Background: an optimization exercise with open tools, aiming at small area and a short achievable clock period. Do not read the settings as production practice.
Where RTL was checked, it was by simulation tests only, not by an equivalence proof against the original.
Power and IR drop assume default switching activity.

## nickel
==> module processador, before the edit <==
module processador(clk, iin, resetn, outProcessador);
input clk, resetn;
input [15:0] iin;
output [15:0] outProcessador;
reg [1:0] cont;
reg [2:0] hop;           
reg [15:0] X, Y;
wire [2:0] op = iin[15:13];
wire [2:0] rx = iin[12:10];
wire [2:0] ry = iin[9:7];
wire c0 = (cont == 2'd0);
wire c3 = (cont == 2'd3);
wire rep = (op == 3'b011) || (op == 3'b110);
wire [2:0] eop = rep ? hop : op;     
always @(posedge clk) begin
	if (!resetn) cont <= 2'd0;
	else cont <= cont + 2'd1;
end
always @(posedge clk) begin
	if (!resetn) hop <= 3'b000;
	else if (c0 && !rep) hop <= op;
end
wire [7:0] rx_oh = 8'd1 << rx;
wire [7:0] ry_oh = 8'd1 << ry;
wire e_mov = (eop == 3'b100) || (eop == 3'b111);
reg k_mov;               
always @(posedge clk)
	k_mov <= c0 & e_mov;
wire [7:0] rsel = c0 ? ry_oh : (k_mov ? 8'd0 : rx_oh);
wire [15:0] rq [0:7];
genvar g;
generate for (g = 0; g < 8; g = g + 1) begin : R
	reg [15:0] q;
	always @(posedge clk)
		if (c3 && resetn && rx_oh[g]) q <= X;
	assign rq[g] = q;
end endgenerate
wire [15:0] rd = ({16{rsel[0]}} & rq[0]) | ({16{rsel[1]}} & rq[1]) |
                 ({16{rsel[2]}} & rq[2]) | ({16{rsel[3]}} & rq[3]) |
                 ({16{rsel[4]}} & rq[4]) | ({16{rsel[5]}} & rq[5]) |
                 ({16{rsel[6]}} & rq[6]) | ({16{rsel[7]}} & rq[7]);
wire h_sub = (hop == 3'b001);
wire h_nan = (hop == 3'b010);
wire h_ldi = (hop == 3'b101);
wire go = (cont == 2'd1);
reg k_inv, k_sub, k_nan, k_ldi, k_pass;
always @(posedge clk) begin
	k_inv  <= c0 & (eop == 3'b001);
	k_sub  <= go & h_sub;
	k_nan  <= go & h_nan;
	k_ldi  <= go & h_ldi;
	k_pass <= ~go;
end
wire [15:0] imm = {{6{iin[9]}}, iin[9:0]};
wire [15:0] sum = X + Y + {15'd0, k_sub};
reg [15:0] alu;
always @(*) begin
	if (k_pass) alu = Y ^ {16{k_inv}};
	else if (k_ldi) alu = imm;
	else if (k_nan) alu = ~(X & Y);
	else alu = sum;
end
always @(posedge clk) begin
	Y <= rd;
	X <= alu;
end
assign outProcessador = X;
endmodule
export LEC_CHECK = 0
export ABC_CLOCK_PERIOD_IN_PS = 2500
export CAP_MARGIN = 20
export CORE_MARGIN = 2
export CORE_UTILIZATION = 55
export CTS_BUF_LIST = sky130_fd_sc_hd__clkbuf_8
export CTS_CLUSTER_SIZE = 20
export PLACE_DENSITY = 0.7
export SETUP_SLACK_MARGIN = 4.6
export SLEW_MARGIN = 20
export CTS_ARGS = -sink_clustering_enable -repair_clock_nets -sink_clustering_size 20 -buf_list sky130_fd_sc_hd__clkbuf_8 -dont_use_dummy_load
export BUFFER_PORTS_ARGS = -buffer_cell sky130_fd_sc_hd__buf_2
create_clock -name core_clock -period 7.0 [get_ports {clk}]
standard.sh (not shown) runs the stock make flow with config.mk's settings and CLKGATE_MAP_FILE= SYNTH_SCRIPT=/design/flow/synth_recipe.tcl, a recipe that flattens the netlist after the stock synthesis.
==> flow/flow/run.sh <==
#!/bin/bash
# Standard layout (the standard.sh, unchanged synthesis) with two layout
# choices added to config.mk: clock tree synthesis without dummy load cells,
# and plain buf_2 cells as the port buffers.
set -o pipefail
cat >> config.mk <<'EOT'
export CTS_ARGS = -sink_clustering_enable -repair_clock_nets -sink_clustering_size 20 -buf_list sky130_fd_sc_hd__clkbuf_8 -dont_use_dummy_load
export BUFFER_PORTS_ARGS = -buffer_cell sky130_fd_sc_hd__buf_2
EOT
bash standard.sh finish > standard.log 2>&1
No stage failed in nickel, and the final checks on the layout all came back clean.
--- input diff nickel..harbor ---
diff --git a/flow/design.v b/flow/design.v
--- a/flow/design.v
+++ b/flow/design.v
@@ -247,65 +247,64 @@
 input clk, resetn;
 input [15:0] iin;
 output [15:0] outProcessador;
 reg [1:0] cont;
 reg [2:0] hop;           
+reg [7:0] sel;           
 reg [15:0] X, Y;
 wire [2:0] op = iin[15:13];
 wire [2:0] rx = iin[12:10];
 wire [2:0] ry = iin[9:7];
 wire c0 = (cont == 2'd0);
 wire c3 = (cont == 2'd3);
 wire rep = (op == 3'b011) || (op == 3'b110);
-wire [2:0] eop = rep ? hop : op;     
 always @(posedge clk) begin
 	if (!resetn) cont <= 2'd0;
 	else cont <= cont + 2'd1;
 end
 always @(posedge clk) begin
 	if (!resetn) hop <= 3'b000;
 	else if (c0 && !rep) hop <= op;
 end
 wire [7:0] rx_oh = 8'd1 << rx;
 wire [7:0] ry_oh = 8'd1 << ry;
-wire e_mov = (eop == 3'b100) || (eop == 3'b111);
-reg k_mov;               
 always @(posedge clk)
-	k_mov <= c0 & e_mov;
-wire [7:0] rsel = c0 ? ry_oh : (k_mov ? 8'd0 : rx_oh);
+	sel <= c0 ? ry_oh : rx_oh;
+wire [7:0] rsel = c0 ? rx_oh : sel;
 wire [15:0] rq [0:7];
 genvar g;
 generate for (g = 0; g < 8; g = g + 1) begin : R
 	reg [15:0] q;
 	always @(posedge clk)
-		if (c3 && resetn && rx_oh[g]) q <= X;
+		if (c3 && resetn && sel[g]) q <= X;
 	assign rq[g] = q;
 end endgenerate
 wire [15:0] rd = ({16{rsel[0]}} & rq[0]) | ({16{rsel[1]}} & rq[1]) |
                  ({16{rsel[2]}} & rq[2]) | ({16{rsel[3]}} & rq[3]) |
                  ({16{rsel[4]}} & rq[4]) | ({16{rsel[5]}} & rq[5]) |
                  ({16{rsel[6]}} & rq[6]) | ({16{rsel[7]}} & rq[7]);
 wire h_sub = (hop == 3'b001);
 wire h_nan = (hop == 3'b010);
 wire h_ldi = (hop == 3'b101);
+wire h_mov = hop[2] & ~h_ldi;       
 wire go = (cont == 2'd1);
 reg k_inv, k_sub, k_nan, k_ldi, k_pass;
 always @(posedge clk) begin
-	k_inv  <= c0 & (eop == 3'b001);
+	k_inv  <= c0 & (rep ? h_sub : (op == 3'b001));
 	k_sub  <= go & h_sub;
 	k_nan  <= go & h_nan;
 	k_ldi  <= go & h_ldi;
-	k_pass <= ~go;
+	k_pass <= ~go | h_mov;
 end
 wire [15:0] imm = {{6{iin[9]}}, iin[9:0]};
-wire [15:0] sum = X + Y + {15'd0, k_sub};
+wire [15:0] sum = X + Y;
 reg [15:0] alu;
 always @(*) begin
 	if (k_pass) alu = Y ^ {16{k_inv}};
 	else if (k_ldi) alu = imm;
 	else if (k_nan) alu = ~(X & Y);
-	else alu = sum;
+	else alu = sum ^ {16{k_sub}};
 end
 always @(posedge clk) begin
 	Y <= rd;
 	X <= alu;
 end
--- outcome ---
Number of cells on the critical path sits lower in harbor than in nickel. Re share of power burned in combinational logic: harbor is 2.9 points up on nickel. On worst setup slack, harbor does better than nickel. Taking nickel as the reference, in harbor worst-case headroom to the max-slew limit now larger, number of placement rows rose 1, post-synthesis share of cell area spent on full adders, half adders and majority gates lower. harbor does better than nickel on worst hold-check slack. Compared with nickel, register bit count reported by yosys in harbor increased by a few percent. Looking at routed wire length per instance across harbor and nickel, the one that comes out lower is harbor. Compared with nickel, in harbor power consumed by combinational cells now larger; synthesized area now larger; global-route wire length before repair now larger.
Only the layout flow was run in nickel; the RTL was not checked for function there.

---

The RTL this note starts from:
==> flow/design.v <==
module contador(clock, clear, out);
input clear, clock;
output [1:0] out;
reg [1:0] out;
always @(posedge clock) begin
	if(!clear) 
        out <= out + 1'b1;
	else out  <= 2'b00;
end
endmodule
module register(in, enable, clk, out);
input [15:0] in;
input enable, clk;
output [15:0] out;
reg [15:0] out;
always @(posedge clk) begin
	if(enable)
		out <= in;
end
endmodule
module decodificador(in, out);
input [2:0] in;
output [7:0] out;
reg [7:0] out;
always @(in) begin
    out = 8'b00000000;
    out[7 - in] = 1'b1; 
end
endmodule
module sinal(in, controle, out);
input [15:0] in;
input controle;
output reg [15:0] out;
always @(in or controle) begin
	if(controle)
		out = - in;
	else
		out = in;
end
endmodule
module ula(in_a, in_b, op_select, out);
    input [15:0] in_a, in_b;     
    input op_select;   
    output reg [15:0] out; 
    always @(*) begin
        case (op_select)
            1'b1: out = in_a + in_b;    
            1'b0: out = ~(in_a & in_b); 
        endcase
    end
endmodule 
module extensor(inn, out);
input [15:0]  inn;
output [15:0] out;
reg [15:0] out;
always @(inn) begin
	if(inn[9] == 1)
		out = {6'b111111, inn[9:0]};
	else
		out = {6'b000000, inn[9:0]};
end
endmodule
module mult(
	imediat, 
	r0,
	r1,
	r2,
	r3,
	r4,
	r5,
	r6,
	r7,
	r,
	imediat_select, 
	reg_select,
	r_select,
	bus);
input [15:0] imediat, r0, r1, r2, r3, r4, r5, r6, r7, r;
input imediat_select, r_select;
input [7:0] reg_select;
output [15:0] bus;
reg [15:0] bus;
 always @(*) begin
 	if(imediat_select == 1)begin
 		bus = imediat;
 	end
 	else if(r_select == 1)begin
 		bus = r;
 	end
 	else if(reg_select == 8'b10000000)begin
 		bus = r0;
 	end 
 	else if(reg_select == 8'b01000000)begin
 		bus = r1;
 	end 
 	else if(reg_select == 8'b00100000)begin
 		bus = r2;
 	end 
 	else if(reg_select == 8'b00010000)begin
 		bus = r3;
 	end 
 	else if(reg_select == 8'b00001000)begin
 		bus = r4;
 	end 
 	else if(reg_select == 8'b00000100)begin
 		bus = r5;
 	end 
 	else if(reg_select == 8'b00000010)begin
 		bus = r6;
 	end 
 	else if(reg_select == 8'b00000001)begin
 		bus = r7;
 	end
 	else bus = 16'b0000000000000000; 
 end
endmodule
module unidade_controle
(
clk,
in, 
resetn,
cont,
reg_select,
r_select,
immediate_select,
r0_enable, 
r1_enable,
r2_enable,
r3_enable,
r4_enable,
r5_enable,
r6_enable,
r7_enable,
a_enable,
r_enable,
opSelect,
clear,
negativo
);
input clk;
input [8:0] in;
input [1:0] cont;
input resetn;
output reg r_select, immediate_select;
output reg [7:0] reg_select;
output reg r0_enable, r1_enable, r2_enable, r3_enable, r4_enable, r5_enable, r6_enable, r7_enable, a_enable, r_enable, clear;
output reg opSelect, negativo;
reg [2:0] opcode;
reg [2:0] register1, register2;
reg [1:0] status;
reg negar;
wire [7:0] outRegister1, outRegister2, outEnableRegister;
decodificador d1(register1, outRegister1);
decodificador d2(register2, outRegister2);
decodificador d3(register1, outEnableRegister);
always @(*) begin
	opcode = {in[8], in[7], in[6]};
	register1 = {in[5], in[4], in[3]};
	register2 = {in[2], in[1], in[0]};
	clear = !resetn;
end
always @(posedge clk) begin
	if(!resetn) begin
		opSelect <= 1;
		status <= 2'b00;
		negar <= 0;
	end
	else if(cont == 2'b00) begin
		if(opcode == 3'b111) begin
				opSelect <= 1;  
				status <= 2'b01;
				negar <= 0;
		end
		else if(opcode == 3'b101) begin
				opSelect <= 1;  
				status <= 2'b11;
				negar <= 0;
		end
		else if(opcode == 3'b000) begin
			opSelect <= 1; 
			status <= 2'b00;
			negar <= 0;
		end 
		else if(opcode == 3'b001) begin
				opSelect <= 1; 
				status <= 2'b00;
				negar <= 1;
		end
		else if(opcode == 3'b010) begin
				opSelect <= 0;  
				status <= 2'b00;
				negar <= 0;
		end
		else if(opcode == 3'b100) begin
				opSelect <= 1;  
				status <= 2'b01;
				negar <= 0;
		end
	end
end
always @(*) begin
	r_select = 0;
	immediate_select = 0;
	reg_select = 8'b00000000;
	a_enable = 0;
	r_enable = 0;
	negativo = 0;
	r0_enable = 0;
	r1_enable = 0;
	r2_enable = 0;
	r3_enable = 0;
	r4_enable = 0;
	r5_enable = 0;
	r6_enable = 0;
	r7_enable = 0;
	case (cont)
			2'b00:begin 
			end
			2'b01:begin 
				a_enable = 1;
				if(status == 2'b00)
					reg_select = outRegister1;
			end
			2'b10:begin 
				r_enable = 1;
				if(status != 2'b11)
					reg_select = outRegister2;
				else
					immediate_select = 1;
				negativo = negar;
			end
			2'b11:begin 
				r_select = 1;
				r0_enable = outEnableRegister[7] & resetn;
				r1_enable = outEnableRegister[6] & resetn;
				r2_enable = outEnableRegister[5] & resetn;
				r3_enable = outEnableRegister[4] & resetn;
				r4_enable = outEnableRegister[3] & resetn;
				r5_enable = outEnableRegister[2] & resetn;
				r6_enable = outEnableRegister[1] & resetn;
				r7_enable = outEnableRegister[0] & resetn;
			end
		endcase
end
endmodule
module processador(clk, iin, resetn, outProcessador);
input clk, resetn;
input [15:0] iin;
output [15:0] outProcessador;
reg [1:0] cont;
reg [2:0] hop;           
reg [7:0] sel;           
reg [15:0] X, Y;
wire [2:0] op = iin[15:13];
wire [2:0] rx = iin[12:10];
wire [2:0] ry = iin[9:7];
wire c0 = (cont == 2'd0);
wire c3 = (cont == 2'd3);
wire rep = (op == 3'b011) || (op == 3'b110);
always @(posedge clk) begin
	if (!resetn) cont <= 2'd0;
	else cont <= cont + 2'd1;
end
always @(posedge clk) begin
	if (!resetn) hop <= 3'b000;
	else if (c0 && !rep) hop <= op;
end
wire [7:0] rx_oh = 8'd1 << rx;
wire [7:0] ry_oh = 8'd1 << ry;
always @(posedge clk)
	sel <= c0 ? ry_oh : rx_oh;
wire [7:0] rsel = c0 ? rx_oh : sel;
wire [15:0] rq [0:7];
genvar g;
generate for (g = 0; g < 8; g = g + 1) begin : R
	reg [15:0] q;
	always @(posedge clk)
		if (c3 && resetn && sel[g]) q <= X;
	assign rq[g] = q;
end endgenerate
wire [15:0] rd = ({16{rsel[0]}} & rq[0]) | ({16{rsel[1]}} & rq[1]) |
                 ({16{rsel[2]}} & rq[2]) | ({16{rsel[3]}} & rq[3]) |
                 ({16{rsel[4]}} & rq[4]) | ({16{rsel[5]}} & rq[5]) |
                 ({16{rsel[6]}} & rq[6]) | ({16{rsel[7]}} & rq[7]);
wire h_sub = (hop == 3'b001);
wire h_nan = (hop == 3'b010);
wire h_ldi = (hop == 3'b101);
wire h_mov = hop[2] & ~h_ldi;       
wire go = (cont == 2'd1);
reg k_inv, k_sub, k_nan, k_ldi, k_pass;
always @(posedge clk) begin
	k_inv  <= c0 & (rep ? h_sub : (op == 3'b001));
	k_sub  <= go & h_sub;
	k_nan  <= go & h_nan;
	k_ldi  <= go & h_ldi;
	k_pass <= ~go | h_mov;
end
wire [15:0] imm = {{6{iin[9]}}, iin[9:0]};
wire [15:0] sum = X + Y;
reg [15:0] alu;
always @(*) begin
	if (k_pass) alu = Y ^ {16{k_inv}};
	else if (k_ldi) alu = imm;
	else if (k_nan) alu = ~(X & Y);
	else alu = sum ^ {16{k_sub}};
end
always @(posedge clk) begin
	Y <= rd;
	X <= alu;
end
assign outProcessador = X;
endmodule
export LEC_CHECK = 0
export ABC_CLOCK_PERIOD_IN_PS = 2500
export CAP_MARGIN = 20
export CORE_MARGIN = 2
export CORE_UTILIZATION = 55
export CTS_BUF_LIST = sky130_fd_sc_hd__clkbuf_8
export CTS_CLUSTER_SIZE = 20
export PLACE_DENSITY = 0.7
export SETUP_SLACK_MARGIN = 4.6
export SLEW_MARGIN = 20
create_clock -name core_clock -period 7.0 [get_ports {clk}]
run.sh (not shown) runs the stock make flow with config.mk's settings and CLKGATE_MAP_FILE= SYNTH_SCRIPT=/design/flow/synth_recipe.tcl, a recipe that flattens the netlist after the stock synthesis.
Stock flow here: none of the scripts above is used.
Then changed:
--- a/flow/design.v
+++ b/flow/design.v
@@ -246,13 +246,13 @@
 module processador(clk, iin, resetn, outProcessador);
 input clk, resetn;
 input [15:0] iin;
 output [15:0] outProcessador;
 reg [1:0] cont;
 reg [2:0] hop;           
-reg [7:0] sel;           
+reg [2:0] sel;           
 reg [15:0] X, Y;
 wire [2:0] op = iin[15:13];
 wire [2:0] rx = iin[12:10];
 wire [2:0] ry = iin[9:7];
 wire c0 = (cont == 2'd0);
 wire c3 = (cont == 2'd3);
@@ -262,23 +262,22 @@
 	else cont <= cont + 2'd1;
 end
 always @(posedge clk) begin
 	if (!resetn) hop <= 3'b000;
 	else if (c0 && !rep) hop <= op;
 end
-wire [7:0] rx_oh = 8'd1 << rx;
-wire [7:0] ry_oh = 8'd1 << ry;
 always @(posedge clk)
-	sel <= c0 ? ry_oh : rx_oh;
-wire [7:0] rsel = c0 ? rx_oh : sel;
+	sel <= c0 ? ry : rx;
+wire [7:0] rsel = 8'd1 << (c0 ? rx : sel);
+wire [7:0] wsel = 8'd1 << sel;
 wire [15:0] rq [0:7];
 genvar g;
 generate for (g = 0; g < 8; g = g + 1) begin : R
 	reg [15:0] q;
 	always @(posedge clk)
-		if (c3 && resetn && sel[g]) q <= X;
+		if (c3 && resetn && wsel[g]) q <= X;
 	assign rq[g] = q;
 end endgenerate
 wire [15:0] rd = ({16{rsel[0]}} & rq[0]) | ({16{rsel[1]}} & rq[1]) |
                  ({16{rsel[2]}} & rq[2]) | ({16{rsel[3]}} & rq[3]) |
                  ({16{rsel[4]}} & rq[4]) | ({16{rsel[5]}} & rq[5]) |
                  ({16{rsel[6]}} & rq[6]) | ({16{rsel[7]}} & rq[7]);
Utilization decreases by 0.65 points.
Design area is lower slightly.
Worst setup slack got worse by 47 ps.
Non-clock buffer count is higher by 2.
Wire length grows by a few percent.
Combinational power increases by a quarter to a third.
Global-route usage rises by 0.67 points.
Critical path depth came out higher by 2.
Count of clock-buffer cells in the layout is unchanged.
Register-to-register slack loses 170 ps.
Worst hold slack loses 16 ps.
Clock power came out lower by a few percent.
Total power climbs by a little under a tenth.
Synthesized cell count increases by a few percent.
Only the layout flow was run in the second run of this note; the RTL was not checked for function there.

==> re-timing with driven ports <==
No port has a modelled driver above. Below, the same layouts with a new extraction and two added sets of constraints.
Step 1, drivers: a clkbuf_16 drives clk and a buf_2 each remaining input, both assumed.
Step 2 also shifts input and output timing later by t, the mid clock arrival at the registers, as if the neighbouring blocks saw the same clock.
Three values: ideal, step 1, step 2; two values: the first two.
run | t, ns | setup WS [ns] | worst data-port slew with drivers (ns) | cell pins on the clock port's net
nickel | 0.493 | 4.576 / 4.572 / 4.079 | 0.05 | 1
harbor | 0.478 | 4.610 / 4.608 / 4.153 | 0.03 | 1
the first run of note 2 | 0.488 | 4.613 / 4.608 / 4.141 | 0.04 | 1
the second run of note 2 | 0.499 | 4.567 / 4.567 / 4.161 | 0.04 | 1
After both steps every run listed still meets setup and hold. For nickel, which loses most, drivers alone change the setup slack by -0.004 ns; drivers and shift together by -0.497 ns.
